This is an optimization exercise on Yosys and OpenROAD, whose aim is small area, a short achievable clock period and few clock cycles, not a production implementation.
RTL that was checked went through simulation tests only; none was proved equivalent to the original.
For runs 6 and 7, only the layout was checked, not whether the RTL still works.
Power and IR drop assume default switching activity.

==> design.v <==
`timescale 1ns / 1ps
module cpu_hazard(input wire clk,
           input wire rst,
           input wire enable,
           input wire start,
           output wire d_we,
           output wire [7:0] i_addr,
           output wire [7:0] d_addr,
           input  wire [15:0] i_datain,
           input  wire [15:0] d_datain,
           output wire [15:0] d_dataout,
           output wire busy
    );
    function automatic [7:0] add8(input [7:0] x, input [7:0] y);
      reg [7:0] p, g, t, gg, tt;
      integer d, i;
      begin
        p = x ^ y;
        g = x & y;
        t = x | y;
        gg = g;
        tt = t;
        for (d = 1; d < 8; d = d * 2)
          for (i = 7; i >= d; i = i - 1)
          begin
            if (d == 1 && i == 1)
              gg[1] = g[1] | ((t[1] & x[0]) & y[0]);
            else
              gg[i] = gg[i] | (tt[i] & gg[i - d]);
            tt[i] = tt[i] & tt[i - d];
          end
        add8 = p ^ {gg[6:0], 1'b0};
      end
    endfunction
    function automatic [7:0] inc8(input [7:0] x);
      integer i;
      begin
        for (i = 0; i < 8; i = i + 1)
          inc8[i] = x[i] ^ ((i == 0) ? 1'b1 : &(x | ~((8'd1 << i) - 8'd1)));
      end
    endfunction
    function automatic [15:0] rev16(input [15:0] x);
      integer i;
      for (i = 0; i < 16; i = i + 1) rev16[i] = x[15 - i];
    endfunction
    reg state;
    reg [7:0] pc;
    reg [15:0] gr [0:7];       
    reg [7:0]  vld;            
    reg zf, nf, cf;
    reg [15:0] ex_a;           
    reg [15:0] ex_b;           
    reg [3:0]  ex_sh;          
    reg [7:0]  ex_addr;        
    reg [2:0]  ex_rd;          
    reg        ex_wr;          
    reg        ex_load;
    reg        ex_store;
    reg        ex_flags;       
    reg        ex_sub;         
    reg        ex_cin;         
    reg        ex_sra;         
    reg        ex_s_add, ex_s_and, ex_s_or, ex_s_xor, ex_s_shr, ex_s_shl;
    assign i_addr = pc;
    assign busy = state;
    wire ex = state & enable;
    wire cin = ex_cin;
    wire [15:0] ap = ex_a ^ ex_b;
    wire [15:0] ag = ex_a & ex_b;
    wire [15:0] ao = ex_a | ex_b;
    reg [15:0] kg, kt;
    integer d, i;
    always @(*)
    begin
      kg = ag;
      kt = ao;
      for (d = 1; d < 16; d = d * 2)
        for (i = 15; i >= d; i = i - 1)
        begin
          kg[i] = kg[i] | (kt[i] & kg[i - d]);
          kt[i] = kt[i] & kt[i - d];
        end
    end
    wire [16:0] carry = {kg | (kt & {16{cin}}), cin};
    wire [15:0] sum = ap ^ carry[15:0];
    wire alu_cf = ex_sub ? ~carry[16] : carry[16];
    wire alu_zf = (ap == {ao[14:0], cin});
    wire alu_nf = sum[15];
    wire [31:0] shr = {{16{ex_sra & ex_a[15]}}, ex_a} >> ex_sh;
    wire [15:0] wd = ({16{ex_s_add}} & sum) | ({16{ex_s_and}} & ag) | ({16{ex_s_or}} & ao)
                   | ({16{ex_s_xor}} & ap) | ({16{ex_s_shr}} & shr[15:0])
                   | ({16{ex_s_shl}} & rev16(shr[15:0])) | ({16{ex_load}} & d_datain);
    assign d_addr = ex_addr;
    assign d_dataout = ex_b;
    assign d_we = ex_store;
    wire zf_n = ex_flags ? alu_zf : zf;
    wire nf_n = ex_flags ? alu_nf : nf;
    wire cf_n = ex_flags ? alu_cf : cf;
    always @(posedge clk or negedge rst)
    begin
      if (!rst)
      begin
        zf <= 1'b0;
        nf <= 1'b0;
        cf <= 1'b0;
      end
      else
      begin
        zf <= zf_n;
        nf <= nf_n;
        cf <= cf_n;
      end
    end
    always @(posedge clk)
    begin
      if (ex_wr)
        gr[ex_rd] <= wd;
    end
    always @(posedge clk or negedge rst)
    begin
      if (!rst) vld <= 8'b0;
      else if (ex_wr) vld[ex_rd] <= 1'b1;
    end
    wire [4:0] op = i_datain[15:11];
    wire [2:0] rd = i_datain[10:8];
    wire [2:0] r1 = i_datain[6:4];
    wire [2:0] r2 = i_datain[2:0];
    wire [7:0] imm8 = i_datain[7:0];
    wire [3:0] imm4 = i_datain[3:0];
    wire op_halt  = (op == 5'b00001);
    wire op_load  = (op == 5'b00010);
    wire op_store = (op == 5'b00011);
    wire op_shl   = (op == 5'b00100) || (op == 5'b00101);
    wire op_srl   = (op == 5'b00110);
    wire op_sra   = (op == 5'b00111);
    wire op_and   = (op == 5'b01101);
    wire op_or    = (op == 5'b01110);
    wire op_xor   = (op == 5'b01111);
    wire op_ldih  = (op == 5'b10000);
    wire op_imm   = (op == 5'b01001) || (op == 5'b01011);
    wire op_sub   = (op == 5'b01010) || (op == 5'b01011) || (op == 5'b01100) || (op == 5'b10010);
    wire op_addc  = (op == 5'b10001);
    wire op_subc  = (op == 5'b10010);
    wire op_jump  = (op == 5'b11000);
    wire op_br    = (op[4:3] == 2'b11) && !op_jump;   
    wire op_arith = (op == 5'b01000) || (op == 5'b01001) || (op == 5'b01010) || (op == 5'b01011) || (op == 5'b01100)
                 || (op == 5'b10000) || (op == 5'b10001) || (op == 5'b10010);
    wire wr_reg   = op_load || op_shl || op_srl || op_sra || op_and || op_or || op_xor
                 || (op_arith && op != 5'b01100);
    wire a_is_rd  = op_imm || op_ldih;
    wire [15:0] g_rd = gr[rd] & {16{vld[rd]}};
    wire [15:0] g_r1 = gr[r1] & {16{vld[r1]}};
    wire [15:0] g_r2 = gr[r2] & {16{vld[r2]}};
    wire f_rd = ex_wr && (ex_rd == rd);
    wire f_r1 = ex_wr && (ex_rd == r1);
    wire f_r2 = ex_wr && (ex_rd == r2);
    wire [15:0] v_r1 = f_r1 ? wd : g_r1;
    wire a_fwd = a_is_rd ? f_rd : f_r1;
    wire [15:0] a_reg = a_is_rd ? g_rd : op_shl ? rev16(g_r1) : g_r1;
    wire [15:0] a_wd = op_shl ? rev16(wd) : wd;
    wire [15:0] a_next = a_fwd ? a_wd : a_reg;
    wire b_imm = op_ldih || op_imm;
    wire b_fwd = !b_imm && (op_store ? f_rd : f_r2);
    wire [15:0] b_reg = {16{op_sub}} ^ (op_ldih ? {imm8, 8'b0} : op_imm ? {8'b0, imm8} : op_store ? g_rd : g_r2);
    wire [15:0] b_wd = {16{op_sub}} ^ wd;
    wire [15:0] b_next = b_fwd ? b_wd : b_reg;
    wire br_stall = op_br && ex_wr && (ex_rd == rd);
    wire [7:0] target = add8(g_rd[7:0], imm8);
    wire taken = (op == 5'b11001) || ((op == 5'b11010) && zf_n) || ((op == 5'b11011) && !zf_n)
              || ((op == 5'b11100) && nf_n) || ((op == 5'b11101) && !nf_n)
              || ((op == 5'b11110) && cf_n) || ((op == 5'b11111) && !cf_n);
    wire go = ex && !br_stall;      
    always @(posedge clk or negedge rst)
    begin
      if (!rst) state <= 1'b0;
      else if (!state) state <= enable & start;
      else state <= enable & ~op_halt;
    end
    wire [7:0] pc_seq = !go ? pc : op_jump ? imm8 : op_halt ? pc : inc8(pc);
    wire take = go && op_br && taken;
    always @(posedge clk or negedge rst)
    begin
      if (!rst) pc <= 8'b0;
      else pc <= take ? target : pc_seq;
    end
    always @(posedge clk or negedge rst)
    begin
      if (!rst)
      begin
        ex_wr <= 1'b0;
        ex_load <= 1'b0;
        ex_store <= 1'b0;
        ex_flags <= 1'b0;
      end
      else
      begin
        ex_wr <= go && wr_reg;
        ex_load <= go && op_load;
        ex_store <= go && op_store;
        ex_flags <= go && op_arith;
      end
    end
    always @(posedge clk)
    begin
      ex_rd <= rd;
      ex_sub <= op_sub;
      ex_cin <= op_sub ? ~(op_subc & cf_n) : (op_addc & cf_n);
      ex_sra <= op_sra;
      ex_s_add <= op_arith;
      ex_s_and <= op_and;
      ex_s_or <= op_or;
      ex_s_xor <= op_xor;
      ex_s_shr <= op_srl || op_sra;
      ex_s_shl <= op_shl;
      ex_sh <= imm4;
      ex_addr <= add8(v_r1[7:0], {4'b0, imm4});
      ex_a <= a_next;
      ex_b <= b_next;
    end
endmodule
==> run.sh <==
#!/bin/bash
# synth_recipe.tcl (not shown) runs the flow's synth.tcl, then flattens the netlist and writes it again
# the make line also repeats each setting of config.mk as NAME=value (left out here)
make -C /OpenROAD-flow-scripts/flow DESIGN_CONFIG=/design/flow/config.mk WORK_HOME=/design/flow/orfs CLKGATE_MAP_FILE= SYNTH_SCRIPT=/design/flow/synth_recipe.tcl finish
==> config.mk <==
export PLATFORM = sky130hd
export DESIGN_NAME = cpu_hazard
export DESIGN_NICKNAME = cpu_hazard
export VERILOG_FILES = /design/flow/design.v
export SDC_FILE = /design/flow/constraint.sdc
export NUM_CORES = 4
export LEC_CHECK = 0
export CAP_MARGIN = 20
export CORE_MARGIN = 2
export CORE_UTILIZATION = 40
export SETUP_SLACK_MARGIN = 2.5
export SLEW_MARGIN = 20
==> constraint.sdc <==
create_clock -name core_clock -period 6.0 [get_ports {clk}]
set_input_delay 1.2000 -clock core_clock [delete_from_list [all_inputs] [get_ports {clk}]]
set_output_delay 1.2000 -clock core_clock [all_outputs]
set_load 0.01 [all_outputs]
==> results of run 1 <==
-- metal layers --
metal	part of all wire, %	vias to the layer above
met1	42	5759
met3	8.0	101
met5	0	-
li1	-	5144
met4	3.0	0
met2	47	512
-- placed cells by master (no fill, tap or decap), types with 12 or more instances in the layout --
cell type,netlist,layout
dfrtp_1,24,24
a221oi_1,15,12
xnor2_1,60,60
buf_4,0,45
nand2_1,133,132
o21ai_0,79,77
clkbuf_16,0,24
ha_1,59,57
a211oi_1,15,13
nor2_1,107,102
a21oi_1,54,51
o211ai_1,21,21
a22oi_1,21,21
mux2i_1,46,43
mux4_2,116,116
nor2b_1,22,21
edfxtp_1,128,128
clkdlybuf4s50_1,0,56
inv_1,86,84
a21o_1,23,23
dfxtp_1,56,52
-- cell type report --
type | count | area, um2
clock buffer | 30 | 653
fill | 3268 | 18900
multi-input combinational | 954 | 8360
timing repair buffer | 121 | 1150
sequential | 208 | 5580
clock inverter | 12 | 78.8
timing repair inverter | 1 | 7.51
tap | 461 | 577
inverter | 89 | 347
-- worst paths after layout --
path                             startpoint  endpoint  slack, ps  depth (start not counted)
worst max-delay path            i_datain[9]     pc[7]       2620                         15
worst min-delay path                 vld[6]    vld[6]        500                          1
worst max register to register      ex_a[8]  ex_b[15]       2660                         11
worst min register to register       vld[6]    vld[6]        500                          1
max in group asynchronous               rst   ex_load       4950                          1
min in group asynchronous               rst    vld[0]        650                          1
-- report_power, final --
group          internal [mW]  switching [mW]
clock network          0.769           0.594
logic                  0.696           0.875
registers               1.68           0.149
total                   3.14            1.62
-- cells by family (layout without fill, tap and decap cells) --
group / count (synthesis) / count (layout) / share of synthesized area, %
and+or+nand+nor: 345 / 345 / 10.7
AOI/OAI and AO/OA: 304 / 304 / 14.2
buffers and inverters: 176 / 253 / 4.82
xor gates and xnor gates: 70 / 70 / 4.23
adders and majority gates: 60 / 60 / 5.23
DFF: 208 / 208 / 38.4
muxes: 175 / 175 / 22.4
-- sequential cells by signal (all words and copies together), names as in the netlist, 3 cells and up --
signal   count
ex_addr      8
ex_rd        3
ex_sh        4
vld          8
ex_b        16
ex_a        16
gr         128
pc           8
-- what timing repair did --
action,CTS,global route
setup buffers,10,9
resized for setup,36,38
gates cloned,1,0
setup endpoints to repair,53,44
pin swaps,3,6
-- critical path, stage by stage --
cell and delay, ps:
buf_16 110, mux4_2 530, mux2i_4 190, buf_4 150, a21o_1 160, inv_2 80, ha_2 190, o21a_1 200
o21bai_1 180, a21oi_1 90, nor2_1 130, o21bai_1 120, a21oi_1 200, xnor2_1 170, a21oi_1 90
==> out/metrics.csv, run 1 <==
metric;value;unit
status;complete, no violations;
worst endpoint required time;6420;ps
Core Box Area;35700;um2
met3 Track Usage GR;4.25;%
Worst setup SP type;input pin;
# IOs;70;
routing usage on met1;33.6;%
Place WS;1360;ps
final slew viol count;0;
Area growth, synth to finish;15.5;%
Row Count;69;
Max Cap Viol;0;
most frequent cell after synthesis;nand2_1;
pwr/cell area;284;nW/um2
type of the most critical hold path;reg2reg;
Setup CP Type;in2reg;
worst setup margin;2620;ps
Post-synth top cells;133 x nand2_1, 128 x edfxtp_1, 116 x mux4_2;
Setup TNS Final;0;ps
final non-filler cell area;16700;um2
via count;11500;
post-synthesis cell area;14500;um2
drt wl/cell;24.6;um
Synth cell types;73;
Setup-failing EPs final;0;
minimum clock period;3380;ps
Tot GR Track Use;24.3;%
Post-CTS Hold Fix Bufs;0;
Starting Density;40.6;%
Avg Cell Area, Syn;10.8;um2
grt peak-use layer;met2;
Synth Flop Type;edfxtp_1;
Die Span Y;194;um
Leak;6.28;nW
1st-pass router iterations;24;
Post-Syn Instances;1338;
fin cells;1876;
Min Hold Slack;502;ps
GR Util met2;39.2;%
Design Power;4.76;mW
root buf cell;clkbuf_16;
RSZ-0062 raised after global routing;yes;
port buffer count;69;
net count after synthesis;1434;
ANT cells;0;
die area;37800;um2
CTS Buf Count;24;
clock net sink count;208;
Tcrit/Tclk final;56.4;%
largest net degree at the start of global routing;27;
dpl cell area;15700;um2
Max Clock Skew;23.0;ps
Routability Congestion;0.980;
critical path peak fanout;8;
slew of the pin with the lowest slew margin;999;ps
Inst Count DP;1814;
initial antenna violation count;0;
Async SR Flop Fraction;11.5;%
DR iter-0 viols;1186;
vias per inst;6.14;
Max Freq;296;MHz
final core utilization;47.0;%
Final Hold Vio Count;0;
Seq/Total Area, Yosys;38.4;%
maximum VDD drop;0.000255;V
first-pass GRT wire length;69800;um
vias in the first global route;11100;
Remaining DRCs;0;
H-tree depth;1;
Rel. slew slack;32.8;%
GRT Residual Overflow;0;
WL final;46200;um
YS warnings;1;
final net count;1495;
CTS tree;done;
Worst-path clk slew;60;ps
CP Capture Type;flop;
Die W;194;um
final antenna-violating net count;0;
Worst Path Arrival;3800;ps
clock latency on the worst-skew pair;550;ps
number of synthesized flops with an enable pin;128;
share of the synthesized area in the top cell type;26.5;%
Yosys reg bits;208;
post-DP HPWL;33700;um
layout cells sized above 1;19.4;%
largest cells by area after synthesis;edfxtp_1 27%, mux4_2 18%, dfxtp_1 7.7%;
CTS max path bufs;3;
largest area contributor in the netlist;edfxtp_1;
Testbench counts, summed over its fixed seeds: cycles 82,400.
==> inputs of run 2 (changes only) <==
--- a/config.mk
+++ b/config.mk
@@ -5,6 +5,7 @@
 export SDC_FILE = /design/flow/constraint.sdc
 export NUM_CORES = 4
 export LEC_CHECK = 0
+export ABC_AREA = 1
 export CAP_MARGIN = 20
 export CORE_MARGIN = 2
 export CORE_UTILIZATION = 40
==> run 2 against run 1 <==
- worst hold slack improved by 19 ps
- count of clock-buffer cells in the layout up 2
- non-clock buffer count decreased by 1
- die area rose by 5.4%
- critical path depth down 4
- final cell count rose by 43%
- maximum frequency up 0.11%
- worst setup slack improved by 3.6 ps
==> out/metrics.csv, run 2 <==
metric;value;unit;change
1st-pass router iterations;6;;-75%
RSZ-0062 raised after global routing;yes;;
Seq/Total Area, Yosys;36.4;%;-2.0 points
Max Clock Skew;39.7;ps;+16.7 ps
final non-filler cell area;17400;um2;+3.7%
Core Box Area;37700;um2;+5.6%
Worst-path clk slew;60;ps;about the same
worst setup margin;2620;ps;+3.63 ps
Post-synth top cells;454 x nand2_1, 369 x o21ai_0, 202 x nor2_1;;
Tot GR Track Use;29.0;%;+4.7 points
Setup TNS Final;0;ps;unchanged
H-tree depth;1;;unchanged
largest net degree at the start of global routing;105;;+290%
worst endpoint required time;6460;ps;+40 ps
clock latency on the worst-skew pair;560;ps;about the same
post-DP HPWL;41600;um;+23%
Starting Density;40.6;%;-0.044 points
Row Count;71;;+2.9%
Max Cap Viol;0;;unchanged
CTS max path bufs;3;;unchanged
type of the most critical hold path;reg2reg;;
CTS Buf Count;24;;unchanged
minimum clock period;3380;ps;-3.63 ps
reg2reg setup slack;2760;ps;+100 ps
clock net sink count;208;;unchanged
YS warnings;1;;unchanged
Min Hold Slack;521;ps;+18.6 ps
Multi-input gate area;8450;um2;+1.1%
Setup-failing EPs final;0;;unchanged
Routability Congestion;0.939;;-4.2%
RR Startpoint;ex_a[15];;
Largest regs;gr (128), ex_a (16), ex_b (16);;
WL final;58900;um;+27%
number of synthesized flops with an enable pin;128;;unchanged
fillers;3823;;+17%
Worst Setup EP;ex_b[13];;
final slew viol count;0;;unchanged
Worst setup SP type;input pin;;
number of flip-flops in the largest register;128;;unchanged
Remaining DRCs;0;;unchanged
Rel. slew slack;43.2;%;+10 points
Reg area;5570;um2;about the same
Leak;7.16;nW;+14%
largest cells by area after synthesis;edfxtp_1 25%, o21ai_0 12%, nand2_1 11%;;
most frequent cell after synthesis;nand2_1;;
GRT Residual Overflow;0;;unchanged
Post-CTS Hold Fix Bufs;0;;unchanged
Worst Path Arrival;3840;ps;+40 ps
Critical Path Start;i_datain[1];;
Final Hold Vio Count;0;;unchanged
vias in the first global route;14200;;+28%
port buffer count;69;;unchanged
root buf cell;clkbuf_16;;
via count;15500;;+34%
share of the synthesized area in the top cell type;25.1;%;-1.4 points
net count after synthesis;2229;;+55%
# IOs;70;;unchanged
most frequent cells in the layout;454 x nand2_1, 366 x o21ai_0, 192 x nor2_1;;
status;complete, no violations;;
DR iter-0 viols;1668;;+41%
CP cell instances;buf_2 > buf_4 > a21oi_1 > o21ai_0 > nand2_1 > o211ai_4 > a21oi_1 > o21ai_1 > o211ai_1 > nand2_1 > xor2_1;;
Tcrit/Tclk final;56.3;%;-0.060 points
first-pass GRT wire length;87100;um;+25%
CTS tree;done;;
final antenna-violating net count;0;;unchanged
Synth cell types;64;;-12%
Synth Flop Type;edfxtp_1;;
layout cells sized above 1;9.08;%;-10 points
Place WS;1550;ps;+189 ps
slew of the pin with the lowest slew margin;852;ps;-148 ps
ANT cells;0;;unchanged
dpl cell area;16200;um2;+3.4%
Largest Register;gr;;
largest area contributor in the netlist;edfxtp_1;;
vias per inst;5.74;;-6.5%
worst r2r path cells;16;;+5
Post-Syn Instances;2133;;+59%
Setup CP Type;in2reg;;
Async SR Flop Fraction;11.5;%;unchanged
most common cell after layout, fill and taps aside;nand2_1;;
Worst path max stage delay;640;ps;+110 ps
FF-to-FF End;ex_addr[7];;
drt wl/cell;21.9;um;-11%
Avg Cell Area, Syn;7.17;um2;-34%
critical path's slowest cell;buf_4;;
initial antenna violation count;1;;+1
pwr/cell area;262;nW/um2;-7.9%
post-synthesis cell area;15300;um2;+5.5%
CP Capture Type;flop;;
Area growth, synth to finish;13.5;%;
critical path peak fanout;71;;+63
Die Span Y;200;um;+2.7%
die area;39800;um2;+5.4%
final net count;2259;;+51%
Yosys reg bits;208;;unchanged
maximum VDD drop;0.000207;V;-19%
Max Freq;296;MHz;+0.11%
Die W;200;um;+2.7%
run 2: changes by cell type in the layout (fill, tap and decap cells not counted), moves of 53 or more:
| cell | change |
|---|---|
| nor2_1 | +90 |
| inv_1 | +75 |
| o21ai_0 | +289 |
| o21ai_1 | +54 |
| mux4_2 | -116 |
| a21oi_1 | +140 |
| nand2_1 | +322 |
| nand3_1 | +74 |
| xnor2_1 | -53 |
run 2: cell type report:
type | instances | share of cell area [%]
sequential | 208 | 32.1
clock buffer | 32 | 3.99
timing repair buffer | 120 | 6.61
multi-input combinational | 1617 | 48.7
inverter | 190 | 4.32
timing repair inverter | 2 | 0.0576
clock inverter | 12 | 0.591
tap | 511 | 3.68
run 2: cell families (layout without fill, tap and decap cells):
| kind of cell | Yosys count | after routing | synth area share [%] |
|---|---|---|---|
| buffers and inverters | 308 | 356 | 8.79 |
| muxes | 1 | 1 | 0.0654 |
| xor gates and xnor gates | 40 | 40 | 2.29 |
| DFF | 208 | 208 | 36.4 |
| and+or+nand+nor | 806 | 806 | 22.3 |
| AOI/OAI and AO/OA | 710 | 710 | 25.2 |
| adders and majority gates | 60 | 60 | 4.96 |
run 2: how the worst min path moves through the flow:
stage / start / endpoint / cells after the start
CTS: zf / zf / 2
global placement: zf / zf / 2
global route: vld[2] / vld[2] / 2
detailed placement: zf / zf / 2
floorplan: vld[2] / vld[2] / 2
finish: vld[2] / vld[2] / 2
run 2: critical path: cells and delay by family:
family / cells / cell delay [ps]
xor+xnor: 1 / 150
simple gates: 2 / 340
buf+inv: 2 / 730
compound gates: 6 / 1390
run 2: timing repair:
item,CTS,global route
gates resized for setup,14,40
gates cloned,0,2
setup endpoints to repair,21,29
buffers inserted,6,19
pin swaps,2,4
run 2: per-stage QoR:
step / utilization, % / cells / total power, mW
after global routing: 46.1 / 2692 / 4.76
after detailed placement: 43.0 / 2621 / 3.03
after CTS: 45.4 / 2671 / 4.53
after global placement: 43.0 / 2621 / 3.03
final: 46.1 / 2692 / 4.55
after floorplan: - / 2133 / 2.54
run 2: report_power, final:
group / internal [mW] / switching (mW)
logic: 0.453 / 0.867
registers: 1.64 / 0.104
clock network: 0.858 / 0.620
total: 2.96 / 1.59
run 2: metal layers:
layer	part of all wire [%]	GRT usage (%)
met5	0.029	0
met4	4.2	11.6
met3	8.1	4.57
met2	46	47.6
met1	42	38.2
==> inputs of run 3 (changes only) <==
--- a/config.mk
+++ b/config.mk
@@ -5,9 +5,8 @@
 export SDC_FILE = /design/flow/constraint.sdc
 export NUM_CORES = 4
 export LEC_CHECK = 0
-export ABC_AREA = 1
 export CAP_MARGIN = 20
 export CORE_MARGIN = 2
-export CORE_UTILIZATION = 40
+export CORE_UTILIZATION = 60
 export SETUP_SLACK_MARGIN = 2.5
 export SLEW_MARGIN = 20
==> run 3 against run 2 <==
- worst hold slack worse by 7.6 ps
- total power rose by 3.3%
- register-to-register slack got worse by 180 ps
- sequential share of layout area increased by 1.5 points
- die area fell by 36%
- count of clock-buffer cells in the layout down 1
- first-iteration DRC count shrank 20%
- final area is 4.5% lower
- still clean
- clock skew fell by 16 ps
- sequential cell count unchanged
- final cell count decreased by 36%
- critical endpoint is now pc[7]
==> out/metrics.csv, run 3 <==
metric;value;unit;change
critical path's slowest cell;mux4_2;;
Async SR Flop Fraction;11.5;%;unchanged
CP cell instances;clkbuf_4 > mux4_2 > mux2i_1 > nor2_2 > ha_2 > nor2b_1 > o21a_1 > o21bai_1 > a21oi_1 > nor2_1 > o21bai_1 > a21oi_1 > xnor2_1 > a21oi_1;;
Seq/Total Area, Yosys;38.4;%;+2.0 points
Die Span Y;159;um;-20%
Post-Syn Instances;1338;;-37%
net count after synthesis;1434;;-36%
Setup TNS Final;0;ps;unchanged
Max Freq;288;MHz;-2.7%
Post-CTS Hold Fix Bufs;0;;unchanged
Largest regs;gr (128), ex_a (16), ex_b (16);;
CP Capture Type;flop;;
worst endpoint required time;6400;ps;-60 ps
initial antenna violation count;0;;-1
Routability Congestion;0.946;;+0.76%
Worst Path Arrival;3880;ps;+40 ps
Remaining DRCs;0;;unchanged
critical path peak fanout;18;;-75%
post-synthesis cell area;14500;um2;-5.2%
worst r2r path cells;12;;-4
Rel. slew slack;25.4;%;-18 points
RR Startpoint;ex_sh[0];;
dpl cell area;15500;um2;-4.3%
Setup-failing EPs final;0;;unchanged
first-pass GRT wire length;69000;um;-21%
clock network fraction of design power;27.9;%;-4.6 points
CTS tree;done;;
Sw Pwr;1.58;mW;-0.69%
ANT cells;0;;unchanged
GRT Residual Overflow;0;;unchanged
largest net degree at the start of global routing;34;;-68%
pwr/cell area;283;nW/um2;+8.1%
DR iter-0 viols;1339;;-20%
Worst path max stage delay;550;ps;-90 ps
Worst-path clk slew;60;ps;about the same
largest area contributor in the netlist;edfxtp_1;;
final non-filler cell area;16600;um2;-4.5%
vias in the first global route;11400;;-20%
via count;11800;;-24%
WHS Path Cells;1;;-1
drt wl/cell;26.3;um;+20%
WL final;45500;um;-23%
port buffer count;69;;unchanged
Setup CP Type;in2reg;;
die area;25400;um2;-36%
fillers;1778;;-53%
H-tree depth;1;;unchanged
worst setup margin;2530;ps;-94.6 ps
Worst Min Path Start;vld[7];;
# IOs;70;;unchanged
Place WS;1440;ps;-110 ps
YS warnings;1;;unchanged
Die W;159;um;-20%
status;complete, no violations;;
Synth cell types;73;;+14%
Synth Flop Type;edfxtp_1;;
layout cells sized above 1;19.5;%;+10 points
Combinational Power Share;33.3;%;+4.3 points
Tcrit/Tclk final;57.9;%;+1.6 points
maximum VDD drop;0.000310;V;+49%
slew of the pin with the lowest slew margin;1110;ps;+263 ps
Starting Density;61.4;%;+21 points
type of the most critical hold path;reg2reg;;
reg2reg setup slack;2580;ps;-180 ps
number of flip-flops in the largest register;128;;unchanged
most frequent cells in the layout;132 x nand2_1, 128 x edfxtp_1, 117 x mux4_2;;
post-DP HPWL;32700;um;-21%
part of the power in registers;38.8;%;+0.3 points
Int Pwr;3.12;mW;+5.4%
critical path's most frequent cell;a21oi_1;;
vias per inst;6.78;;+18%
FF-to-FF End;ex_addr[5];;
Max Clock Skew;24.2;ps;-15.5 ps
Min-Delay Endpoint;vld[7];;
Tot GR Track Use;35.2;%;+6.2 points
CTS max path bufs;3;;unchanged
root buf cell;clkbuf_16;;
most common cell after layout, fill and taps aside;nand2_1;;
number of synthesized flops with an enable pin;128;;unchanged
final net count;1493;;-34%
Final Hold Vio Count;0;;unchanged
RSZ-0062 raised after global routing;yes;;
CTS Buf Count;22;;-8.3%
clock latency on the worst-skew pair;530;ps;-30 ps
Max Cap Viol;0;;unchanged
minimum clock period;3470;ps;+94.6 ps
Post-synth top cells;133 x nand2_1, 128 x edfxtp_1, 116 x mux4_2;;
clock net sink count;208;;unchanged
share of the synthesized area in the top cell type;26.5;%;+1.4 points
Yosys reg bits;208;;unchanged
Leak;6.28;nW;-12%
Avg Cell Area, Syn;10.8;um2;+51%
Design Power;4.70;mW;+3.3%
Row Count;56;;-21%
final slew viol count;0;;unchanged
Area growth, synth to finish;14.4;%;
Core Box Area;23600;um2;-37%
1st-pass router iterations;6;;unchanged
largest cells by area after synthesis;edfxtp_1 27%, mux4_2 18%, dfxtp_1 7.7%;;
Worst setup SP type;input pin;;
Largest Register;gr;;
most frequent cell after synthesis;nand2_1;;
sw frac;33.6;%;-1.3 points
final antenna-violating net count;0;;unchanged
## run 3: worst max path at each step
stage	end	cells after the start	start	slack, ps
2_1_floorplan	pc[7]	15	i_datain[9]	2340
3_3_place_gp	ex_a[1]	9	i_datain[11]	1520
3_5_place_dp	pc[7]	15	i_datain[10]	1440
4_1_cts	pc[7]	15	i_datain[10]	2370
5_1_grt	pc[7]	14	i_datain[8]	2370
6_report	pc[7]	14	i_datain[9]	2530
## run 3: cells by family after synthesis
kind of cell	after synthesis	share of synthesized area, %
AO/OA/AOI/OAI	304	14.2
XOR/XNOR	70	4.23
adder cells (fa/ha/maj)	60	5.23
buffers and inverters	176	4.82
flip-flops	208	38.4
multiplexers	175	22.4
AND/OR/NAND/NOR	345	10.7
## run 3: per-stage QoR
stage,hold WS (ps),utilization [%],std cells
after global routing,530,70.2,1732
after floorplan,455,-,1338
after detailed placement,487,65.6,1674
after global placement,487,65.6,1674
final,513,70.2,1732
after CTS,509,69.2,1719
## run 3: power by group through the flow
stage / clock network, mW / registers, mW / logic [mW]
finish: 1.31 / 1.82 / 1.56
CTS: 1.33 / 1.82 / 1.51
global placement: 0 / 1.84 / 1.46
floorplan: 0 / 1.81 / 0.988
detailed placement: 0 / 1.84 / 1.48
global route: 1.39 / 1.83 / 1.68
## run 3: per-layer routing
| metal | vias to the layer above | GRT usage, % | wire length (um) |
|---|---|---|---|
| li1 | 5142 | - | - |
| met1 | 5781 | 46.9 | 17100 |
| met2 | 691 | 59.2 | 22400 |
| met3 | 136 | 4.38 | 3940 |
| met4 | 0 | 14.3 | 2080 |
| met5 | - | 0 | 0 |
## run 3: area by class of cell
| type | count | area, um2 | area share [%] |
|---|---|---|---|
| Clock inverter | 9 | 81.3 | 0.490 |
| Inverter | 89 | 342 | 2.06 |
| Timing Repair Buffer | 122 | 1190 | 7.17 |
| Tap cell | 319 | 399 | 2.41 |
| Clock buffer | 31 | 626 | 3.77 |
| Sequential cell | 208 | 5570 | 33.6 |
| Multi-Input combinational cell | 954 | 8370 | 50.5 |
## run 3: worst max-delay path, delay by kind of cell
family                   cells  cell delay (ps)
AO/OA/AOI/OAI                6              720
XOR/XNOR                     1              140
adder cells (fa/ha/maj)      1              210
buffers and inverters        1              320
multiplexers                 2              870
AND/OR/NAND/NOR              3              390
## run 3: what timing repair did
action	in CTS	in global routing
setup endpoints to repair	56	43
endpoints found under the hold margin	0	0
pin swaps	2	2
resized for setup	33	34
setup buffers	5	10
cloned	0	3
==> inputs of run 4 (changes only) <==
==> flow/run.sh (new file) <==
#!/bin/bash
# Layout flow: the standard ORFS flow (standard synthesis, floorplan, power grid,
# placement, CTS, routing) with two changes to how the resizer works:
#  - ports are buffered with a plain buffer (buf_4) instead of the delay cell the
#    platform picks by default;
#  - the resizer may change a cell to any equivalent cell, not only one with the
#    same footprint (MATCH_CELL_FOOTPRINT=0).
# ORFS writes each step's full log under orfs/logs; make's own output goes to flow.log.
set -euo pipefail
bash standard.sh MATCH_CELL_FOOTPRINT=0 "BUFFER_PORTS_ARGS=-buffer_cell sky130_fd_sc_hd__buf_4" finish > flow.log 2>&1
==> standard.sh (new file) <==
#!/bin/bash
# synth_recipe.tcl (not shown) runs the flow's synth.tcl, then flattens the netlist and writes it again
# the make line also repeats each setting of config.mk as NAME=value (left out here)
make -C /OpenROAD-flow-scripts/flow DESIGN_CONFIG=/design/flow/config.mk WORK_HOME=/design/flow/orfs CLKGATE_MAP_FILE= SYNTH_SCRIPT=/design/flow/synth_recipe.tcl "${@:-finish}"
--- a/config.mk
+++ b/config.mk
@@ -7,6 +7,6 @@
 export LEC_CHECK = 0
 export CAP_MARGIN = 20
 export CORE_MARGIN = 2
-export CORE_UTILIZATION = 60
-export SETUP_SLACK_MARGIN = 2.5
+export CORE_UTILIZATION = 40
+export SETUP_SLACK_MARGIN = 3.0
 export SLEW_MARGIN = 20
removed: run.sh
==> run 4 against run 3 <==
- sequential share of layout area is 1.2 points lower
- utilization is 22 points lower
- highest routed layer unchanged
- worst hold slack better by 3.0 ps
- critical endpoint unchanged
- area after synthesis stayed put
- via count is 1.7% lower
- routed wire length is 1.7% higher
- critical path type unchanged
- sequential cell count stayed put
- still clean
- sequential power hardly changed
- first-iteration DRC count is 24% lower
- clock skew is 3.4 ps higher
==> out/metrics.csv, run 4 <==
metric;value;unit;change
status;complete, no violations;;
Synth cell types;73;;unchanged
YS warnings;1;;unchanged
CTS tree;done;;
slew of the pin with the lowest slew margin;1010;ps;-104 ps
Largest Register;gr;;
Worst-path clk slew;60;ps;about the same
Post-CTS Hold Fix Bufs;0;;unchanged
via count;11500;;-1.7%
Largest regs;gr (128), ex_a (16), ex_b (16);;
WL final;46300;um;+1.7%
DR iter-0 viols;1021;;-24%
type of the most critical hold path;reg2reg;;
Min-Delay Endpoint;vld[6];;
number of synthesized flops with an enable pin;128;;unchanged
post-synthesis cell area;14500;um2;unchanged
Row Count;69;;+23%
Avg Cell Area, Syn;10.8;um2;unchanged
Worst Path Arrival;3590;ps;-290 ps
clock network fraction of design power;26.9;%;-1.0 points
CTS Buf Count;23;;+4.5%
Leak;6.48;nW;+3.2%
most frequent cells in the layout;128 x edfxtp_1, 127 x nand2_1, 117 x mux4_2, 117 x buf_4, 94 x nor2_1;;
port buffer count;69;;unchanged
sw frac;34.6;%;+0.97 points
CP Capture Type;flop;;
vias per inst;6.12;;-9.8%
final net count;1508;;+1.0%
Core Box Area;35700;um2;+51%
Final Hold Vio Count;0;;unchanged
largest net degree at the start of global routing;43;;+26%
post-DP HPWL;32700;um;-0.15%
dpl cell area;15500;um2;+0.18%
most common cell after layout, fill and taps aside;edfxtp_1;;
share of the synthesized area in the top cell type;26.5;%;unchanged
H-tree depth;1;;unchanged
reg2reg setup slack;2930;ps;+350 ps
fillers;3167;;+78%
Tcrit/Tclk final;53.0;%;-4.8 points
Area growth, synth to finish;19.3;%;
part of the power in registers;37.8;%;-1.0 points
Int Pwr;3.17;mW;+1.7%
Max Freq;314;MHz;+9.1%
pwr/cell area;280;nW/um2;-1.1%
drt wl/cell;24.5;um;-6.7%
net count after synthesis;1434;;unchanged
# IOs;70;;unchanged
FF-to-FF End;ex_addr[7];;
1st-pass router iterations;25;;+19
minimum clock period;3180;ps;-290 ps
Die W;194;um;+22%
Sw Pwr;1.68;mW;+6.1%
root buf cell;clkbuf_16;;
final antenna-violating net count;0;;unchanged
GRT Residual Overflow;0;;unchanged
Rel. slew slack;32.4;%;+7.0 points
Tot GR Track Use;24.3;%;-11 points
clock net sink count;208;;unchanged
CTS max path bufs;3;;unchanged
Combinational Power Share;35.2;%;+1.9 points
RSZ-0062 raised after global routing;yes;;
WHS Path Cells;1;;unchanged
Seq/Total Area, Yosys;38.4;%;unchanged
Remaining DRCs;0;;unchanged
Yosys reg bits;208;;unchanged
largest cells by area after synthesis;edfxtp_1 27%, mux4_2 18%, dfxtp_1 7.7%;;
Critical Path Start;i_datain[9];;
vias in the first global route;11400;;-0.19%
Routability Congestion;0.938;;-0.89%
number of flip-flops in the largest register;128;;unchanged
Max Clock Skew;27.6;ps;+3.40 ps
first-pass GRT wire length;70600;um;+2.3%
final slew viol count;0;;unchanged
clock latency on the worst-skew pair;540;ps;about the same
Max Cap Viol;0;;unchanged
Synth Flop Type;edfxtp_1;;
RR Startpoint;ex_sh[0];;
Post-synth top cells;133 x nand2_1, 128 x edfxtp_1, 116 x mux4_2;;
initial antenna violation count;0;;unchanged
Multi-input gate area;8870;um2;+5.9%
layout cells sized above 1;30.2;%;+11 points
die area;37800;um2;+49%
critical path peak fanout;7;;-11
worst endpoint required time;6410;ps;about the same
worst r2r path cells;11;;-1
Die Span Y;194;um;+22%
ANT cells;0;;unchanged
Starting Density;40.6;%;-21 points
Async SR Flop Fraction;11.5;%;unchanged
Setup-failing EPs final;0;;unchanged
maximum VDD drop;0.000193;V;-38%
Worst Min Path Start;vld[6];;
Setup TNS Final;0;ps;unchanged
largest area contributor in the netlist;edfxtp_1;;
most frequent cell after synthesis;nand2_1;;
final non-filler cell area;17300;um2;+4.3%
Post-Syn Instances;1338;;unchanged
Reg area;5600;um2;+0.43%
Setup CP Type;in2reg;;
Worst setup SP type;input pin;;
==> run 4: cell types whose count changed in the layout (fill, tap and decap cells not counted), sizes merged <==
| cell | change |
|---|---|
| dlygate4sd2 | -1 |
| clkdlybuf4s15 | -1 |
| dlymetal6s2s | -3 |
| or2 | +1 |
| inv | +2 |
| clkinv | -2 |
| buf | +77 |
| clkdlybuf4s50 | -57 |
| clkbuf | -3 |
==> run 4: logic make-up after synthesis <==
| group | after synthesis | share of synthesized area (%) |
|---|---|---|
| adder cells (fa/ha/maj) | 60 | 5.23 |
| buffers and inverters | 176 | 4.82 |
| AND/OR/NAND/NOR | 345 | 10.7 |
| AO/OA/AOI/OAI | 304 | 14.2 |
| flip-flops | 208 | 38.4 |
| XOR/XNOR | 70 | 4.23 |
| multiplexers | 175 | 22.4 |
==> run 4: area by class of cell <==
class                           count  share of cell area (%)
Clock buffer                       30                    3.54
Multi-Input combinational cell    955                    51.3
Tap cell                          461                    3.33
Inverter                           89                    2.02
Timing Repair Buffer              135                    7.09
Clock inverter                      9                   0.398
Sequential cell                   208                    32.4
==> run 4: metal layers <==
layer,global-route usage [%],wire (um),up-vias
met5,0,0,-
met4,8.26,1880,0
met1,33.1,19700,5747
met3,3.47,3080,116
met2,39.9,21600,503
li1,-,-,5183
==> run 4: power groups by stage <==
stage | clock (mW) | sequential, mW | combinational (mW)
finish | 1.31 | 1.83 | 1.71
global route | 1.39 | 1.85 | 1.83
CTS | 1.33 | 1.82 | 1.58
detailed placement | 0 | 1.86 | 1.47
global placement | 0 | 1.85 | 1.46
floorplan | 0 | 1.81 | 1.02
==> run 4: per-stage QoR <==
step | instances | utilization [%] | power [mW] | hold slack, ps | worst slack (ps)
after detailed placement | 1799 | 43.5 | 3.32 | 498 | 1630
after CTS | 1873 | 47.2 | 4.73 | 512 | 2870
final | 1887 | 48.5 | 4.85 | 516 | 2820
after floorplan | 1338 | - | 2.82 | 455 | 2410
after global placement | 1799 | 43.5 | 3.32 | 493 | 1680
after global routing | 1887 | 48.5 | 5.06 | 548 | 2670
==> run 4: worst max-delay path, stage by stage <==
cell	delay (ps)
buf_16	100
mux4_2	520
mux2i_4	260
a21o_1	200
ha_2	200
nor2b_1	40
o21a_1	200
o21bai_1	160
a21oi_1	80
nor2_1	160
o21bai_1	80
a21oi_1	160
xnor2_1	130
a21oi_1	70
==> run 4: repair_timing <==
item | 4_1_cts | 5_1_grt
buffers inserted | 33 | 13
pin swaps | 14 | 30
endpoints found under the setup margin | 178 | 92
gates cloned | 2 | 1
resized for setup | 86 | 86
==> run 4: worst max-delay path by stage <==
stage | to | cells past startpoint
4_1_cts | pc[7] | 14
6_report | pc[7] | 14
3_5_place_dp | pc[7] | 14
3_3_place_gp | pc[7] | 14
5_1_grt | pc[7] | 14
2_1_floorplan | pc[7] | 15
==> inputs of run 5 (changes only) <==
--- a/config.mk
+++ b/config.mk
@@ -8,5 +8,5 @@
 export CAP_MARGIN = 20
 export CORE_MARGIN = 2
 export CORE_UTILIZATION = 40
-export SETUP_SLACK_MARGIN = 3.0
+export SETUP_SLACK_MARGIN = 2.5
 export SLEW_MARGIN = 20
==> run 5 against run 4 <==
- worst hold slack worse by 4.9 ps
- clock power increased by 3%
- global-route usage decreased by 0.62 points
- combinational power decreased by 9%
- total power is 2.6% lower
- utilization down 2.3 points
- maximum frequency down 7.9%
- count of clock-buffer cells in the layout is 2 lower
- non-clock buffer count decreased by 27
- largest cell class unchanged
==> out/metrics.csv, run 5 <==
metric;value;unit;change
Synth cell types;73;;unchanged
number of synthesized flops with an enable pin;128;;unchanged
pwr/cell area;287;nW/um2;+2.3%
grt peak-use layer;met2;;
Design Power;4.72;mW;-2.6%
RR Startpoint;ex_a[11];;
final antenna-violating net count;0;;unchanged
Row Count;69;;unchanged
clock net sink count;208;;unchanged
initial antenna violation count;0;;unchanged
met3 Track Usage GR;3.00;%;-0.47 points
via count;11500;;-0.37%
Setup CP Type;reg2reg;;
GRT Residual Overflow;0;;unchanged
largest net degree at the start of global routing;43;;unchanged
CTS tree;done;;
WL final;45300;um;-2.1%
Starting Density;40.6;%;unchanged
net count after synthesis;1434;;unchanged
Synth Flop Type;edfxtp_1;;
Post-Syn Instances;1338;;unchanged
Tcrit/Tclk final;57.6;%;+4.5 points
Die Span Y;194;um;unchanged
sw frac;34.3;%;-0.27 points
Worst Path Arrival;3820;ps;+230 ps
layout cells sized above 1;22.5;%;-7.8 points
DR iter-0 viols;1141;;+12%
WHS Path Cells;1;;unchanged
Largest regs;gr (128), ex_a (16), ex_b (16);;
first-pass GRT wire length;68500;um;-2.9%
most common cell after layout, fill and taps aside;nand2_1;;
worst r2r path cells;10;;-1
Avg Cell Area, Syn;10.8;um2;unchanged
maximum VDD drop;0.000204;V;+6.0%
post-synthesis cell area;14500;um2;unchanged
Min-Delay Endpoint;vld[7];;
Max Clock Skew;25.8;ps;-1.74 ps
Die W;194;um;unchanged
vias in the first global route;11100;;-2.7%
FF-to-FF End;pc[2];;
YS warnings;1;;unchanged
largest area contributor in the netlist;edfxtp_1;;
post-DP HPWL;32600;um;-0.24%
dpl cell area;15400;um2;-0.73%
ANT cells;0;;unchanged
die area;37800;um2;unchanged
Leak;6.26;nW;-3.4%
clock network fraction of design power;28.6;%;+1.7 points
Post-CTS Hold Fix Bufs;0;;unchanged
port buffer count;69;;unchanged
Final Hold Vio Count;0;;unchanged
reg2reg setup slack;2550;ps;-380 ps
Core Box Area;35700;um2;unchanged
H-tree depth;1;;unchanged
part of the power in registers;38.7;%;+0.9 points
routing usage on met1;33.5;%;+0.39 points
Seq/Total Area, Yosys;38.4;%;unchanged
Rel. slew slack;30.0;%;-2.4 points
share of the synthesized area in the top cell type;26.5;%;unchanged
Max Freq;290;MHz;-7.9%
Sw Pwr;1.62;mW;-3.3%
most frequent cell after synthesis;nand2_1;;
Worst Min Path Start;vld[7];;
root buf cell;clkbuf_16;;
GR Util met2;38.0;%;-1.9 points
Post-synth top cells;133 x nand2_1, 128 x edfxtp_1, 116 x mux4_2;;
Worst-path clk slew;60;ps;about the same
Tot GR Track Use;23.6;%;-0.62 points
vias per inst;6.19;;+1.1%
Worst setup SP type;flop;;
Area growth, synth to finish;13.6;%;
Combinational Power Share;32.8;%;-2.4 points
drt wl/cell;24.4;um;-0.61%
status;complete, no violations;;
number of flip-flops in the largest register;128;;unchanged
worst endpoint required time;6370;ps;-40 ps
slew of the pin with the lowest slew margin;1040;ps;+30.5 ps
1st-pass router iterations;23;;-8.0%
largest cells by area after synthesis;edfxtp_1 27%, mux4_2 18%, dfxtp_1 7.7%;;
Setup-failing EPs final;0;;unchanged
type of the most critical hold path;reg2reg;;
Setup TNS Final;0;ps;unchanged
Routability Congestion;0.986;;+5.2%
Max Cap Viol;0;;unchanged
CTS Buf Count;22;;-4.3%
Yosys reg bits;208;;unchanged
Largest Register;gr;;
Int Pwr;3.10;mW;-2.2%
Remaining DRCs;0;;unchanged
final net count;1479;;-1.9%
final core utilization;46.2;%;-2.3 points
final non-filler cell area;16500;um2;-4.8%
most frequent cells in the layout;133 x nand2_1, 128 x edfxtp_1, 117 x mux4_2;;
clock latency on the worst-skew pair;540;ps;about the same
minimum clock period;3450;ps;+272 ps
CP Capture Type;flop;;
critical path peak fanout;10;;+3
RSZ-0062 raised after global routing;yes;;
Async SR Flop Fraction;11.5;%;unchanged
final slew viol count;0;;unchanged
# IOs;70;;unchanged
CTS max path bufs;3;;unchanged
## run 5: what timing repair did
item                                    4_1_cts  5_1_grt
pin swaps                                     3        2
gates cloned                                  0        1
hold endpoints to repair                      0        0
resized for setup                            19       28
endpoints found under the setup margin       79       52
setup buffers                                11        8
## run 5: final cells by class
class                      instances  area [um2]
multi-input combinational        954        8370
fill                            3301       19200
clock buffer                      28         604
tap                              461         577
timing repair buffer             108         905
sequential                       208        5580
clock inverter                    11         109
inverter                          89         334
## run 5: worst max-delay path by stage
| stage | startpoint | endpoint | slack [ps] | cells after the start |
|---|---|---|---|---|
| final | ex_a[11] | pc[2] | 2550 | 10 |
| after global routing | ex_sh[0] | ex_addr[7] | 2490 | 14 |
| after CTS | ex_sh[0] | ex_addr[7] | 2450 | 15 |
| after detailed placement | i_datain[9] | pc[7] | 1650 | 14 |
| after global placement | i_datain[9] | pc[7] | 1680 | 14 |
| after floorplan | i_datain[9] | pc[7] | 2390 | 15 |
## run 5: critical path, cell delays in order, from the launching register on
cell and delay [ps]:
dfxtp_1 420, inv_1 100, ha_1 330, or4_1 630, a211oi_1 570, o21ai_0 290
a211oi_1 280, nand3b_1 220, buf_4 170, mux2i_1 210, a21oi_1 90
## run 5: cells by family after synthesis
| kind of cell | after synthesis | share of synthesized area, % |
|---|---|---|
| DFF | 208 | 38.4 |
| AOI/OAI and AO/OA | 304 | 14.2 |
| adders and majority gates | 60 | 5.23 |
| and+or+nand+nor | 345 | 10.7 |
| xor gates and xnor gates | 70 | 4.23 |
| muxes | 175 | 22.4 |
| buffers and inverters | 176 | 4.82 |
## run 5: power groups by stage
stage / sequential, mW / clock [mW] / combinational (mW)
final: 1.83 / 1.35 / 1.55
after global routing: 1.84 / 1.43 / 1.67
after CTS: 1.82 / 1.37 / 1.50
after detailed placement: 1.85 / 0 / 1.46
after global placement: 1.85 / 0 / 1.46
after floorplan: 1.81 / 0 / 0.987
## run 5: routing by layer
layer,share of wire [%],vias to the layer above
li1,-,5125
met1,42,5673
met2,47,605
met3,8.1,103
met4,3.3,0
met5,0,-
## run 5: through the flow
stage | worst slack [ps] | hold slack, ps | cells
after floorplan | 2390 | 455 | 1338
after global placement | 1680 | 485 | 1800
after detailed placement | 1650 | 497 | 1800
after CTS | 2450 | 514 | 1850
after global routing | 2490 | 533 | 1859
final | 2550 | 511 | 1859
==> inputs of run 6 (changes only) <==
--- a/design.v
+++ b/design.v
@@ -51,7 +51,6 @@
     reg [15:0] ex_a;           
     reg [15:0] ex_b;           
     reg [3:0]  ex_sh;          
-    reg [7:0]  ex_addr;        
     reg [2:0]  ex_rd;          
     reg        ex_wr;          
     reg        ex_load;
@@ -86,11 +85,12 @@
     wire alu_cf = ex_sub ? ~carry[16] : carry[16];
     wire alu_zf = (ap == {ao[14:0], cin});
     wire alu_nf = sum[15];
-    wire [31:0] shr = {{16{ex_sra & ex_a[15]}}, ex_a} >> ex_sh;
+    wire [15:0] sh_in = ex_s_shl ? rev16(ex_a) : ex_a;
+    wire [31:0] shr = {{16{ex_sra & ex_a[15]}}, sh_in} >> ex_sh;
     wire [15:0] wd = ({16{ex_s_add}} & sum) | ({16{ex_s_and}} & ag) | ({16{ex_s_or}} & ao)
                    | ({16{ex_s_xor}} & ap) | ({16{ex_s_shr}} & shr[15:0])
                    | ({16{ex_s_shl}} & rev16(shr[15:0])) | ({16{ex_load}} & d_datain);
-    assign d_addr = ex_addr;
+    assign d_addr = add8(ex_a[7:0], {4'b0, ex_sh});
     assign d_dataout = ex_b;
     assign d_we = ex_store;
     wire zf_n = ex_flags ? alu_zf : zf;
@@ -154,11 +154,9 @@
     wire f_rd = ex_wr && (ex_rd == rd);
     wire f_r1 = ex_wr && (ex_rd == r1);
     wire f_r2 = ex_wr && (ex_rd == r2);
-    wire [15:0] v_r1 = f_r1 ? wd : g_r1;
     wire a_fwd = a_is_rd ? f_rd : f_r1;
-    wire [15:0] a_reg = a_is_rd ? g_rd : op_shl ? rev16(g_r1) : g_r1;
-    wire [15:0] a_wd = op_shl ? rev16(wd) : wd;
-    wire [15:0] a_next = a_fwd ? a_wd : a_reg;
+    wire [15:0] a_reg = a_is_rd ? g_rd : g_r1;
+    wire [15:0] a_next = a_fwd ? wd : a_reg;
     wire b_imm = op_ldih || op_imm;
     wire b_fwd = !b_imm && (op_store ? f_rd : f_r2);
     wire [15:0] b_reg = {16{op_sub}} ^ (op_ldih ? {imm8, 8'b0} : op_imm ? {8'b0, imm8} : op_store ? g_rd : g_r2);
@@ -213,7 +211,6 @@
       ex_s_shr <= op_srl || op_sra;
       ex_s_shl <= op_shl;
       ex_sh <= imm4;
-      ex_addr <= add8(v_r1[7:0], {4'b0, imm4});
       ex_a <= a_next;
       ex_b <= b_next;
     end
==> run 6 against run 5 <==
- count of clock-buffer cells in the layout is 11 lower
- routed wire length shrank 3.0%
- synthesized cell count decreased by 4.8%
- utilization is 0.062 points higher
- register-to-register slack better by 60 ps
- sequential power is 7% lower
- worst hold slack improved by 15 ps
- clock power shrank 8%
- area after synthesis shrank 3.8%
- clock skew decreased by 7.8 ps
- largest cell class unchanged
- largest power group unchanged
==> out/metrics.csv, run 6 <==
metric;value;unit;change
status;complete, no violations;;
Tot GR Track Use;24.4;%;+0.71 points
Setup TNS Final;0;ps;unchanged
met2 WL;21000;um;-0.22%
Core Box Area;34500;um2;-3.4%
Worst setup SP type;flop;;
Min Hold Slack;526;ps;+14.8 ps
critical path peak fanout;3;;-7
worst endpoint required time;4800;ps;-1570 ps
port buffer count;69;;unchanged
Inst Count DP;1748;;-2.9%
Design Power;4.21;mW;-11%
Seq/Total Area, Yosys;38.8;%;+0.35 points
vias per inst;6.10;;-1.4%
via count;10900;;-5.0%
Setup-failing EPs final;0;;unchanged
Post-Syn Instances;1274;;-4.8%
Row Count;68;;-1.4%
final net count;1421;;-3.9%
RR Startpoint;ex_a[4];;
Max Freq;284;MHz;-1.8%
Final Hold Vio Count;0;;unchanged
type of the most critical hold path;reg2reg;;
CP Capture Type;output pin;;
most common cell after layout, fill and taps aside;nand2_1;;
clock net sink count;200;;-3.8%
Worst-path clk slew;80;ps;+20 ps
Post-CTS Hold Fix Bufs;0;;unchanged
final antenna-violating net count;0;;unchanged
Die W;191;um;-1.9%
initial antenna violation count;0;;unchanged
Synth cell types;78;;+6.8%
met3 WL;3300;um;-9.8%
die area;36400;um2;-3.7%
Starting Density;40.5;%;-0.17 points
reg2reg setup slack;2610;ps;+60 ps
clock latency on the worst-skew pair;450;ps;-90 ps
Leak;6.09;nW;-2.7%
GRT Residual Overflow;0;;unchanged
Area growth, synth to finish;14.3;%;
Die Span Y;191;um;-1.9%
root buf cell;clkbuf_16;;
Largest regs;gr (128), ex_a (16), ex_b (16);;
H-tree depth;4;;+3
CTS tree;done;;
largest area contributor in the netlist;edfxtp_1;;
Yosys reg bits;200;;-3.8%
most frequent cell after synthesis;nand2_1;;
Avg Cell Area, Syn;10.9;um2;+1.1%
FF-to-FF End;pc[4];;
Critical Path Start;ex_a[1];;
pwr/cell area;264;nW/um2;-7.8%
1st-pass router iterations;6;;-74%
first-pass GRT wire length;66000;um;-3.7%
vias in the first global route;10600;;-4.3%
number of flip-flops in the largest register;128;;unchanged
share of the synthesized area in the top cell type;27.6;%;+1.0 points
WL final;43900;um;-3.0%
dpl cell area;15000;um2;-2.8%
post-synthesis cell area;13900;um2;-3.8%
post-DP HPWL;31100;um;-4.6%
Worst Path Arrival;2320;ps;-1500 ps
maximum VDD drop;0.000223;V;+8.9%
Routability Congestion;0.957;;-3.0%
worst setup margin;2480;ps;-63.6 ps
net count after synthesis;1372;;-4.3%
Remaining DRCs;0;;unchanged
Max Cap Viol;0;;unchanged
Setup CP Type;reg2out;;
ANT cells;0;;unchanged
minimum clock period;3520;ps;+63.6 ps
layout cells sized above 1;25.1;%;+2.6 points
largest net degree at the start of global routing;43;;unchanged
Rel. slew slack;37.6;%;+7.6 points
Worst Setup EP;d_addr[6];;
M1 WL;18700;um;-2.2%
YS warnings;1;;unchanged
final core utilization;46.3;%;+0.062 points
largest cells by area after synthesis;edfxtp_1 28%, mux4_2 20%, dfxtp_1 6.9%;;
CTS max path bufs;2;;-1
Max Clock Skew;18.0;ps;-7.81 ps
Place WS;1440;ps;-211 ps
most frequent cells in the layout;166 x nand2_1, 128 x edfxtp_1, 122 x mux4_2;;
drt wl/cell;24.5;um;+0.66%
Worst Min Path Start;vld[3];;
DR iter-0 viols;1142;;+0.088%
Synth Flop Type;edfxtp_1;;
Largest Register;gr;;
DR top layer;met4;;
number of synthesized flops with an enable pin;128;;unchanged
Tcrit/Tclk final;58.6;%;+1.1 points
CTS Buf Count;17;;-23%
slew of the pin with the lowest slew margin;935;ps;-106 ps
final slew viol count;0;;unchanged
final non-filler cell area;15900;um2;-3.2%
worst r2r path cells;12;;+2
Async SR Flop Fraction;12.0;%;+0.46 points
fin cells;1791;;-3.7%
RSZ-0062 raised after global routing;yes;;
Post-synth top cells;166 x nand2_1, 128 x edfxtp_1, 122 x mux4_2;;
# IOs;70;;unchanged
run 6: cell types whose count changed after synthesis, moves of 8 or more:
cell	change
nor2_1	-14
a221oi_1	+10
inv_1	+10
nor2b_1	-11
mux2i_1	-11
o21ai_0	-30
o211ai_1	-13
nand2_1	+33
dfxtp_1	-8
a211oi_1	-10
a21oi_1	+9
a21o_1	-21
run 6: cell type report:
class	instances	area (um2)
inverters	101	389
clock inverters	15	204
fillers	3180	18500
flip-flops and latches	200	5440
multi-input cells	896	8040
repair buffers	107	868
well taps	455	569
clock buffers	17	425
run 6: cells by family (layout without fill, tap and decap cells):
family	count (synthesis)	in the layout	synth area share (%)
AO/OA/AOI/OAI	264	264	13.1
XOR/XNOR	69	69	4.33
adder cells (fa/ha/maj)	62	62	5.62
buffers and inverters	178	240	4.96
flip-flops	200	200	38.8
multiplexers	164	164	22.8
AND/OR/NAND/NOR	337	337	10.4
run 6: worst max-delay path, cell delays in order, from the launching register on:
cell and delay [ps]:
dfxtp_4 370, inv_1 110, ha_1 210, inv_1 70, a31oi_1 120, nor2_1 110, nor2_1 50, nor2_1 80
nor2_1 70, or3_1 360, xnor2_2 170, buf_4 150
run 6: how the worst min path moves through the flow:
stage | slack [ps] | cells after the start | endpoint
global placement | 480 | 2 | zf
global route | 550 | 1 | vld[2]
floorplan | 460 | 2 | zf
CTS | 530 | 1 | vld[3]
detailed placement | 490 | 2 | zf
finish | 530 | 1 | vld[3]
run 6: report_power, final:
part / internal [mW] / switching [mW] / total, mW
sequential: 1.58 / 0.131 / 1.71
clock: 0.618 / 0.620 / 1.24
combinational: 0.545 / 0.722 / 1.27
total: 2.74 / 1.47 / 4.21
run 6: metal layers:
layer	up-vias	global-route usage [%]
met2	500	40.5
li1	4881	-
met4	0	6.83
met3	57	3.05
met1	5490	33.6
met5	-	0
run 6: what timing repair did:
| item | CTS | global route |
|---|---|---|
| pin swaps | 0 | 3 |
| setup endpoints to repair | 73 | 51 |
| gates resized for setup | 37 | 22 |
| gates cloned | 0 | 1 |
| setup buffers | 4 | 6 |
| endpoints found under the hold margin | 0 | 0 |
==> inputs of run 7 (changes only) <==
--- a/config.mk
+++ b/config.mk
@@ -8,5 +8,5 @@
 export CAP_MARGIN = 20
 export CORE_MARGIN = 2
 export CORE_UTILIZATION = 40
-export SETUP_SLACK_MARGIN = 2.5
+export SETUP_SLACK_MARGIN = 3.0
 export SLEW_MARGIN = 20
==> run 7 against run 6 <==
- largest cell class unchanged
- sequential power hardly changed
- clock power decreased by 6%
- sequential share of layout area is 2.0 points lower
- register-to-register slack barely moved
- critical path depth unchanged
- synthesized cell count unchanged
- highest routed layer unchanged
- via count increased by 2.5%
- final cell count rose by 2.5%
==> out/metrics.csv, run 7 <==
metric;value;unit;change
Worst Path Arrival;2200;ps;-120 ps
Setup TNS Final;0;ps;unchanged
mux contribution to synthesized area;22.8;%;unchanged
CP Capture Type;output pin;;
YS warnings;1;;unchanged
Worst-path clk slew;80;ps;about the same
Starting Density;40.5;%;unchanged
clock net sink count;200;;unchanged
Tot GR Track Use;25.2;%;+0.82 points
number of synthesized flops with an enable pin;128;;unchanged
GRT Residual Overflow;0;;unchanged
maximum VDD drop;0.000231;V;+3.7%
layout cells sized above 1;33.6;%;+8.5 points
minimum clock period;3400;ps;-117 ps
H-tree depth;4;;unchanged
worst endpoint required time;4800;ps;about the same
final non-filler cell area;17000;um2;+6.8%
drt wl/cell;24.6;um;+0.19%
most frequent cells in the layout;164 x nand2_1, 128 x edfxtp_1, 122 x mux4_2;;
clock latency on the worst-skew pair;450;ps;about the same
Reg area;5460;um2;+0.46%
largest net degree at the start of global routing;43;;unchanged
Remaining DRCs;0;;unchanged
Largest regs;gr (128), ex_a (16), ex_b (16);;
first-pass GRT wire length;68300;um;+3.5%
Rel. slew slack;33.9;%;-3.8 points
Leak;6.38;nW;+4.7%
CTS Buf Count;17;;unchanged
adder-cell share of the synthesized area;5.62;%;unchanged
final antenna-violating net count;0;;unchanged
most frequent cell after synthesis;nand2_1;;
slew of the pin with the lowest slew margin;991;ps;+56.2 ps
Multi-input gate area;8590;um2;+6.8%
WL final;45100;um;+2.7%
DR iter-0 viols;1121;;-1.8%
Yosys reg bits;200;;unchanged
final core utilization;49.4;%;+3.2 points
Setup-failing EPs final;0;;unchanged
via count;11200;;+2.5%
number of flip-flops in the largest register;128;;unchanged
Synth Flop Type;edfxtp_1;;
Compound-Gate Fraction of Synth Area;13.1;%;unchanged
Avg Cell Area, Syn;10.9;um2;unchanged
Seq/Total Area, Yosys;38.8;%;unchanged
final slew viol count;0;;unchanged
Async SR Flop Fraction;12.0;%;unchanged
final net count;1465;;+3.1%
fillers;3057;;-3.9%
CTS max path bufs;2;;unchanged
pwr/cell area;255;nW/um2;-3.4%
vias in the first global route;11100;;+4.8%
Core Box Area;34500;um2;unchanged
Die Span Y;191;um;unchanged
Post-Syn Instances;1274;;unchanged
CTS tree;done;;
port buffer count;69;;unchanged
Tcrit/Tclk final;56.7;%;-2.0 points
Post-synth top cells;166 x nand2_1, 128 x edfxtp_1, 122 x mux4_2;;
most common cell after layout, fill and taps aside;nand2_1;;
XOR/XNOR share of the synthesized area;4.33;%;unchanged
root buf cell;clkbuf_16;;
dpl cell area;15000;um2;about the same
Setup CP Type;reg2out;;
status;complete, no violations;;
largest area contributor in the netlist;edfxtp_1;;
Final Hold Vio Count;0;;unchanged
largest cells by area after synthesis;edfxtp_1 28%, mux4_2 20%, dfxtp_1 6.9%;;
RSZ-0062 raised after global routing;yes;;
post-synthesis cell area;13900;um2;unchanged
die area;36400;um2;unchanged
Synth cell types;78;;unchanged
Max Cap Viol;0;;unchanged
type of the most critical hold path;reg2reg;;
net count after synthesis;1372;;unchanged
Max Clock Skew;19.1;ps;+1.07 ps
post-DP HPWL;30400;um;-2.2%
Largest Register;gr;;
vias per inst;6.10;;about the same
ANT cells;0;;unchanged
initial antenna violation count;0;;unchanged
share of the synthesized area in the top cell type;27.6;%;unchanged
largest family of logic cells by synthesized area;multiplexers;;
Routability Congestion;0.997;;+4.2%
# IOs;70;;unchanged
1st-pass router iterations;5;;-1
Worst setup SP type;flop;;
simple-gate share of the synthesized area;10.4;%;unchanged
Area growth, synth to finish;22.1;%;
critical path peak fanout;2;;-1
Max Freq;294;MHz;+3.4%
Die W;191;um;unchanged
Row Count;68;;unchanged
-- run 7: cell counts after synthesis --
Identical to the previous run, type by type.
-- run 7: cell families (layout without fill, tap and decap cells) --
kind of cell               Yosys count  count (layout)
AOI/OAI and AO/OA                  264             265
xor gates and xnor gates            69              69
adders and majority gates           62              62
buffers and inverters              178             283
DFF                                200             200
muxes                              164             164
and+or+nand+nor                    337             337
-- run 7: routing by layer --
| metal | GRT usage (%) | vias to the layer above | wire [um] |
|---|---|---|---|
| met3 | 4.62 | 88 | 3530 |
| met1 | 33.7 | 5571 | 18800 |
| met4 | 8.56 | 0 | 1390 |
| met2 | 41.3 | 568 | 21400 |
| li1 | - | 4972 | - |
| met5 | 0 | - | 0 |
-- run 7: critical path, stage by stage, from the launching register on --
cell,delay (ps)
dfxtp_4,380
clkinvlp_4,110
ha_4,180
inv_4,60
buf_4,100
a21oi_2,50
nor2_1,140
nor2_2,60
o21bai_1,180
nand4_1,120
xnor2_1,220
buf_4,150
-- run 7: cell type report --
cell class	instances	area share, %
clock buffers	18	2.52
inverters	101	2.46
well taps	455	3.34
clock inverters	14	0.918
multi-input cells	897	50.5
repair buffers	150	8.22
flip-flops and latches	200	32.1
-- run 7: final timing paths --
| check | slack (ps) | startpoint | depth (start not counted) | to |
|---|---|---|---|---|
| max in group asynchronous | 5080 | rst | 1 | pc[7] |
| setup / recovery | 2600 | ex_sh[1] | 11 | d_addr[7] |
| min in group asynchronous | 650 | rst | 1 | vld[6] |
| setup reg to reg | 2600 | ex_a[4] | 13 | pc[7] |
| hold reg to reg | 520 | vld[5] | 1 | vld[5] |
| hold / removal | 520 | vld[5] | 1 | vld[5] |
-- run 7: what timing repair did --
action | in CTS | in global routing
hold buffers | 0 | 0
endpoints found under the hold margin | 0 | 0
gates cloned | 3 | 0
resized for setup | 158 | 68
pin swaps | 44 | 41
setup endpoints to repair | 169 | 118
setup buffers | 34 | 22
-- run 7: per-stage QoR --
stage                     instances  worst slack, ps  hold slack (ps)  power, mW
after global placement         1744             1600              484       2.92
after CTS                      1813             2560              520       4.24
final                          1835             2600              523       4.35
after detailed placement       1744             1500              488       2.93
after global routing           1835             2490              542       4.53
after floorplan                1274             2390              456       2.51
-- run 7: power by group --
group | internal [mW] | switching (mW) | total (mW)
clock network | 0.592 | 0.570 | 1.16
logic | 0.676 | 0.808 | 1.48
registers | 1.58 | 0.123 | 1.70

what the ideal ports hide:
The flow's constraints put no driver on any port. The routed layouts listed below were extracted and timed again, unchanged, in two steps.
Step 1 assumes that a clkbuf_16 drives the clock port and a buf_2 every other input.
Step 2 also shifts input and output timing later by t, the mid clock arrival at the registers, as if the neighbouring blocks saw the same clock.
Slacks: ideal / step 1 / step 2; pairs: ideal / step 1.
| run | shift t [ns] | slack for setup (ns) | worst setup path at the end | worst slew at a driven data input, ns |
|---|---|---|---|---|
| run 1 | 0.589 | 2.618 / 2.590 / 2.000 | input to register | 0.08 |
| run 2 | 0.599 | 2.622 / 2.651 / 2.052 | input to register | 0.06 |
| run 3 | 0.570 | 2.527 / 2.556 / 1.986 | input to register | 0.03 |
| run 4 | 0.579 | 2.818 / 2.680 / 2.101 | input to register | 0.19 |
| run 5 | 0.578 | 2.546 / 2.546 / 2.023 | input to register | 0.18 |
| run 6 | 0.493 | 2.482 / 2.422 / 1.929 | input to register | 0.20 |
| run 7 | 0.492 | 2.599 / 2.549 / 2.057 | input to register | 0.23 |
After both steps every run listed still meets setup and hold. The setup slack of run 4, which loses most, moves by -0.138 ns with the drivers and by -0.717 ns with both steps.
